Source: an optimization exercise on an open RTL-to-GDS flow (aim: a short achievable clock period and few clock cycles). Production flows keep margins and buffers that such runs may drop. The flow treats the clock pin as an ideal source. Dropping or thinning the clock tree relies on that and would not hold on a real chip. Power and IR drop assume default switching activity.

## 01-03
Design top, start of the top module:
module top (
    input logic clk,
    input logic reset,
    output logic [4:0] curr_inst_addr,
    input logic [15:0] curr_inst,
    output logic write_enable_dmem,
    output logic [3:0] write_addr_dmem,
    output logic [7:0] write_data_dmem,
    output logic halted
);
For scale: roughly 2700 cells after synthesis, ~23000 sq um of cells after synthesis.
Settings: LEC_CHECK=0, CAP_MARGIN=20, CORE_MARGIN=2, CORE_UTILIZATION=40, SETUP_SLACK_MARGIN=3.0, SLEW_MARGIN=20, SYNTH_HIERARCHICAL=1, SYNTH_MINIMUM_KEEP_SIZE=0; clock period 4.2 ns.
standard.sh (not shown) runs the stock make flow with config.mk's settings and CLKGATE_MAP_FILE= SYNTH_SCRIPT=/design/flow/synth_recipe.tcl, a recipe that flattens the netlist after the stock synthesis.
==> flow/flow/run.sh <==
#!/bin/bash
# Own flow: the standard layout (standard.sh) with two changes:
#  - the clock tree is built by flow/pre_cts.tcl (a two-level balanced tree)
#    instead of TritonCTS;
#  - full- and half-adder cells are added to DONT_USE_CELLS (flow/dont_use.txt
#    is the platform's list plus those), so abc maps adders as plain gates.
# Every tool's output goes to the ORFS logs under orfs/logs and to standard.log.
set -euo pipefail
export PRE_CTS_TCL="$PWD/flow/pre_cts.tcl"
du="$(tr '\n' ' ' < flow/dont_use.txt)"
sed "s|\"\${@:-finish}\"|DONT_USE_CELLS=\"$du\" \"\${@:-finish}\"|" standard.sh > standard_nofa.sh
bash standard_nofa.sh ${FLOW_STANDARD_TARGETS:-} > standard.log 2>&1
Other scripts of this flow, unchanged in this note and not shown: flow/flow/dont_use.txt, flow/flow/mycts.tcl, flow/flow/pre_cts.tcl
Here is what was changed in the inputs of 03-01 compared with 01-03.
diff --git a/flow/design.v b/flow/design.v
--- a/flow/design.v
+++ b/flow/design.v
@@ -40,46 +40,26 @@
 module add8 (
     input  logic [7:0] a,
     input  logic [7:0] b,
     output logic [7:0] s
 );
   assign s = a + b;
 endmodule
 `timescale 1ns / 1ps
-module brcmp (
-    input  logic [7:0] a,   
-    input  logic [7:0] b,   
-    input  logic a_s,   
-    input  logic b_s,   
-    input  logic [7:0] x,
-    input  logic [7:0] y,
-    output logic [7:0] ne
-);
-  function automatic logic [7:0] sum_ne(input logic [7:0] x, input logic [7:0] y,
-                                        input logic [7:0] c);
-    logic [7:0] k;
-    k = (x & y) | ((x | y) & ~c);
-    sum_ne = x ^ y ^ c ^ {k[6:0], 1'b0};
-  endfunction
-  always_comb
-    if (a_s && b_s) ne = 8'd0;
-    else if (a_s) ne = sum_ne(x, y, b);
-    else if (b_s) ne = sum_ne(x, y, a);
-    else ne = a ^ b;
-endmodule
 module brres (
-    input  logic [7:0] ne,
+    input  logic [7:0] a,
+    input  logic [7:0] b,
     input  logic br,
     input  logic pred,
     input  logic reset,
     output logic taken,
     output logic mispredict
 );
-  assign taken = (ne == 8'd0);
+  assign taken = (a == b);
   assign mispredict = !reset && br && (pred ? !taken : taken);
 endmodule
 `timescale 1ns / 1ps
 module mux2 #(
     parameter int WIDTH = 8
 ) (
     input logic [WIDTH - 1:0] d0,
     input logic [WIDTH - 1:0] d1,
@@ -208,19 +188,20 @@
   logic [15:0] d_ra_r, d_rb_r, d_st_r;
   logic d_ra_s, d_ra_l, d_ra_w;
   logic d_rb_s, d_rb_l, d_rb_w;
   logic d_st_s, d_st_l, d_st_w, d_st_k;
   logic ex_wr, ex_add, ex_br, ex_halt, ex_pred, ex_bpa;
   logic [3:0] ex_dst;
   logic [15:0] ex_we;   
   logic [7:0] ex_a, ex_b, ex_l;
-  logic [7:0] ex_ne;   
   logic [4:0] ex_alt;   
-  logic [4:0] ex_bpc;
+  logic [31:0] ex_bpc;   
+  logic bu_v, bu_t;
+  logic [31:0] bu_a;
   logic w_v;
   logic [15:0] w_we;
   logic [7:0] w_d;
   logic st_v;
   logic [3:0] st_a;
   logic [7:0] st_d;
   logic [15:0] st_we;   
   assign curr_inst_addr = pc;
@@ -238,17 +219,18 @@
   mux2 #(8) res_mux (
       .d0(ex_l),
       .d1(sum),
       .s (ex_add),
       .y (res)
   );
   logic mispredict;
   brres cmp (
-      .ne(ex_ne),
+      .a(ex_a),
+      .b(ex_b),
       .br(ex_br),
       .pred(ex_pred),
       .reset(reset),
       .taken(taken),
       .mispredict(mispredict)
   );
   logic [7:0] a_e, b_e, s_e, a_n, b_n, s_n, dmb;
   always_comb begin
@@ -276,26 +258,16 @@
       .y (b_n)
   );
   mux2 #(8) s_mux (
       .d0(s_e),
       .d1(sum),
       .s (d_st_s),
       .y (s_n)
   );
-  logic [7:0] ne_n;
-  brcmp bcmp (
-      .a(a_e),
-      .b(b_e),
-      .a_s(d_ra_s),
-      .b_s(d_rb_s),
-      .x(ex_a),
-      .y(ex_b),
-      .ne(ne_n)
-  );
   logic [7:0] m_n;
   assign m_n = d_fwm ? st_d : dmb;
   logic is_st, is_ld, is_add, is_br, is_halt, f_wr;
   logic [3:0] dst, sta;
   logic [15:0] rb_oh, ra_r, rb_r, st_r;
   logic ra_s, ra_l, ra_w, rb_s, rb_l, rb_w, st_s, st_l, st_w, st_k, fwm;
   fctl fc (
       .inst(curr_inst),
@@ -378,28 +350,30 @@
     bp_cur <= bp_d;
     halted_r <= halted_d;
     if (reset) begin
       r0cap <= cap;
       d_v <= cap;
       ex_wr <= 1'b0;
       ex_br <= 1'b0;
       ex_halt <= 1'b0;
+      bu_v <= 1'b0;
       w_v <= 1'b0;
       st_v <= 1'b0;
       bp_t <= 32'd0;
     end else begin
       r0cap <= 1'b0;
       d_v <= f_ok;
       ex_wr <= d_ok && d_wr;
       ex_br <= d_ok && d_br;
       ex_halt <= d_ok && d_halt;
       w_v <= ex_wr;
       st_v <= d_ok && d_st;
-      if (ex_br) bp_t[ex_bpc] <= taken;
+      bu_v <= ex_br;
+      if (bu_v) bp_t <= bu_t ? (bp_t | bu_a) : (bp_t & ~bu_a);
     end
   end
   always_ff @(posedge clk) begin
     d_st <= is_st;
     d_add <= is_add;
     d_br <= is_br;
     d_halt <= is_halt;
     d_wr <= f_wr;
@@ -421,27 +395,28 @@
     d_fwm <= fwm;
   end
   always_ff @(posedge clk) begin
     ex_add <= d_add;
     ex_dst <= d_dst;
     ex_we <= 16'd1 << d_dst;
     ex_a <= a_n;
     ex_b <= b_n;
-    ex_ne <= ne_n;
     ex_l <= d_imm ? d_k8 : m_n;
     ex_pred <= d_pred;
     ex_alt <= d_pred ? d_pc1 : d_tgt;
     ex_bpa <= d_pred ? bp_t[d_pc1] : bp_t[d_tgt];
-    ex_bpc <= d_pc;
+    ex_bpc <= 32'd1 << d_pc;
     st_a <= d_sta;
     st_we <= 16'd1 << d_sta;
     st_d <= s_n;
   end
   always_ff @(posedge clk) begin
+    bu_t <= taken;
+    bu_a <= ex_bpc;
     w_we <= ex_we;
     w_d <= res;
   end
   always_ff @(posedge clk)
     for (int i = 0; i < 16; i++)
       if (reset) rf[i] <= 8'd0;
       else if (w_v && w_we[i]) rf[i] <= w_d;
   always_ff @(posedge clk)
### Flow results
Post-layout minimum cycle time was lower in the run labelled 03-01. 01-03 → 03-01: clock latency at the later pin of the worst-skew pair did not really move; register area grew by about 10%; clock share of power grew by 0.5 points; total DRC errors in the routed layout now sits at about the same level; sequential power +about 9%. Compared with 01-03, 03-01 shows a lower final period utilization. Diff 01-03 -> 03-01: number of buffers added for setup after CTS fell about 18%; number of cell rows rose about 1.1%; proportion of power drawn by combinational gates fell 4.1 points. Going from 01-03 to 03-01, HPWL after detailed placement shows a reduction of 6.4%, signed area change from the synthesized netlist to the final layout moved down.
No run of this note included a check of the RTL's function; only the layout flow was run. No run of this note takes its clock network from TritonCTS; it comes from the design's own scripts or RTL.

## static timing again, ports no longer ideal
The results above use ideal ports. As a check the final layouts listed here were re-extracted and re-timed, cells and wires unchanged. Step 1: set_driving_cell puts a clkbuf_16 on clk and a buf_2 on each other input, an assumption about the parent block. Step 2 times the ports against the registers' clock, not the clock port: input delays grow and output delays shrink by t, the midpoint of the rising clock arrivals with the driver on. Three values: ideal ports, drivers, drivers and shift; two values: the first two.
run	shift t [ns]	setup slack, ns	worst hold slack (ns)	worst setup path at the end
01-03	0.494	2.037 / 2.037 / 1.827	0.329 / 0.329 / 0.329	input to register
03-01	0.503	2.320 / 2.190 / 1.988	0.328 / 0.328 / 0.328	input to register
After both steps setup and hold are still met in every run listed. For 03-01, which loses most, drivers alone change the setup slack by -0.130 ns; drivers and shift together by -0.332 ns.
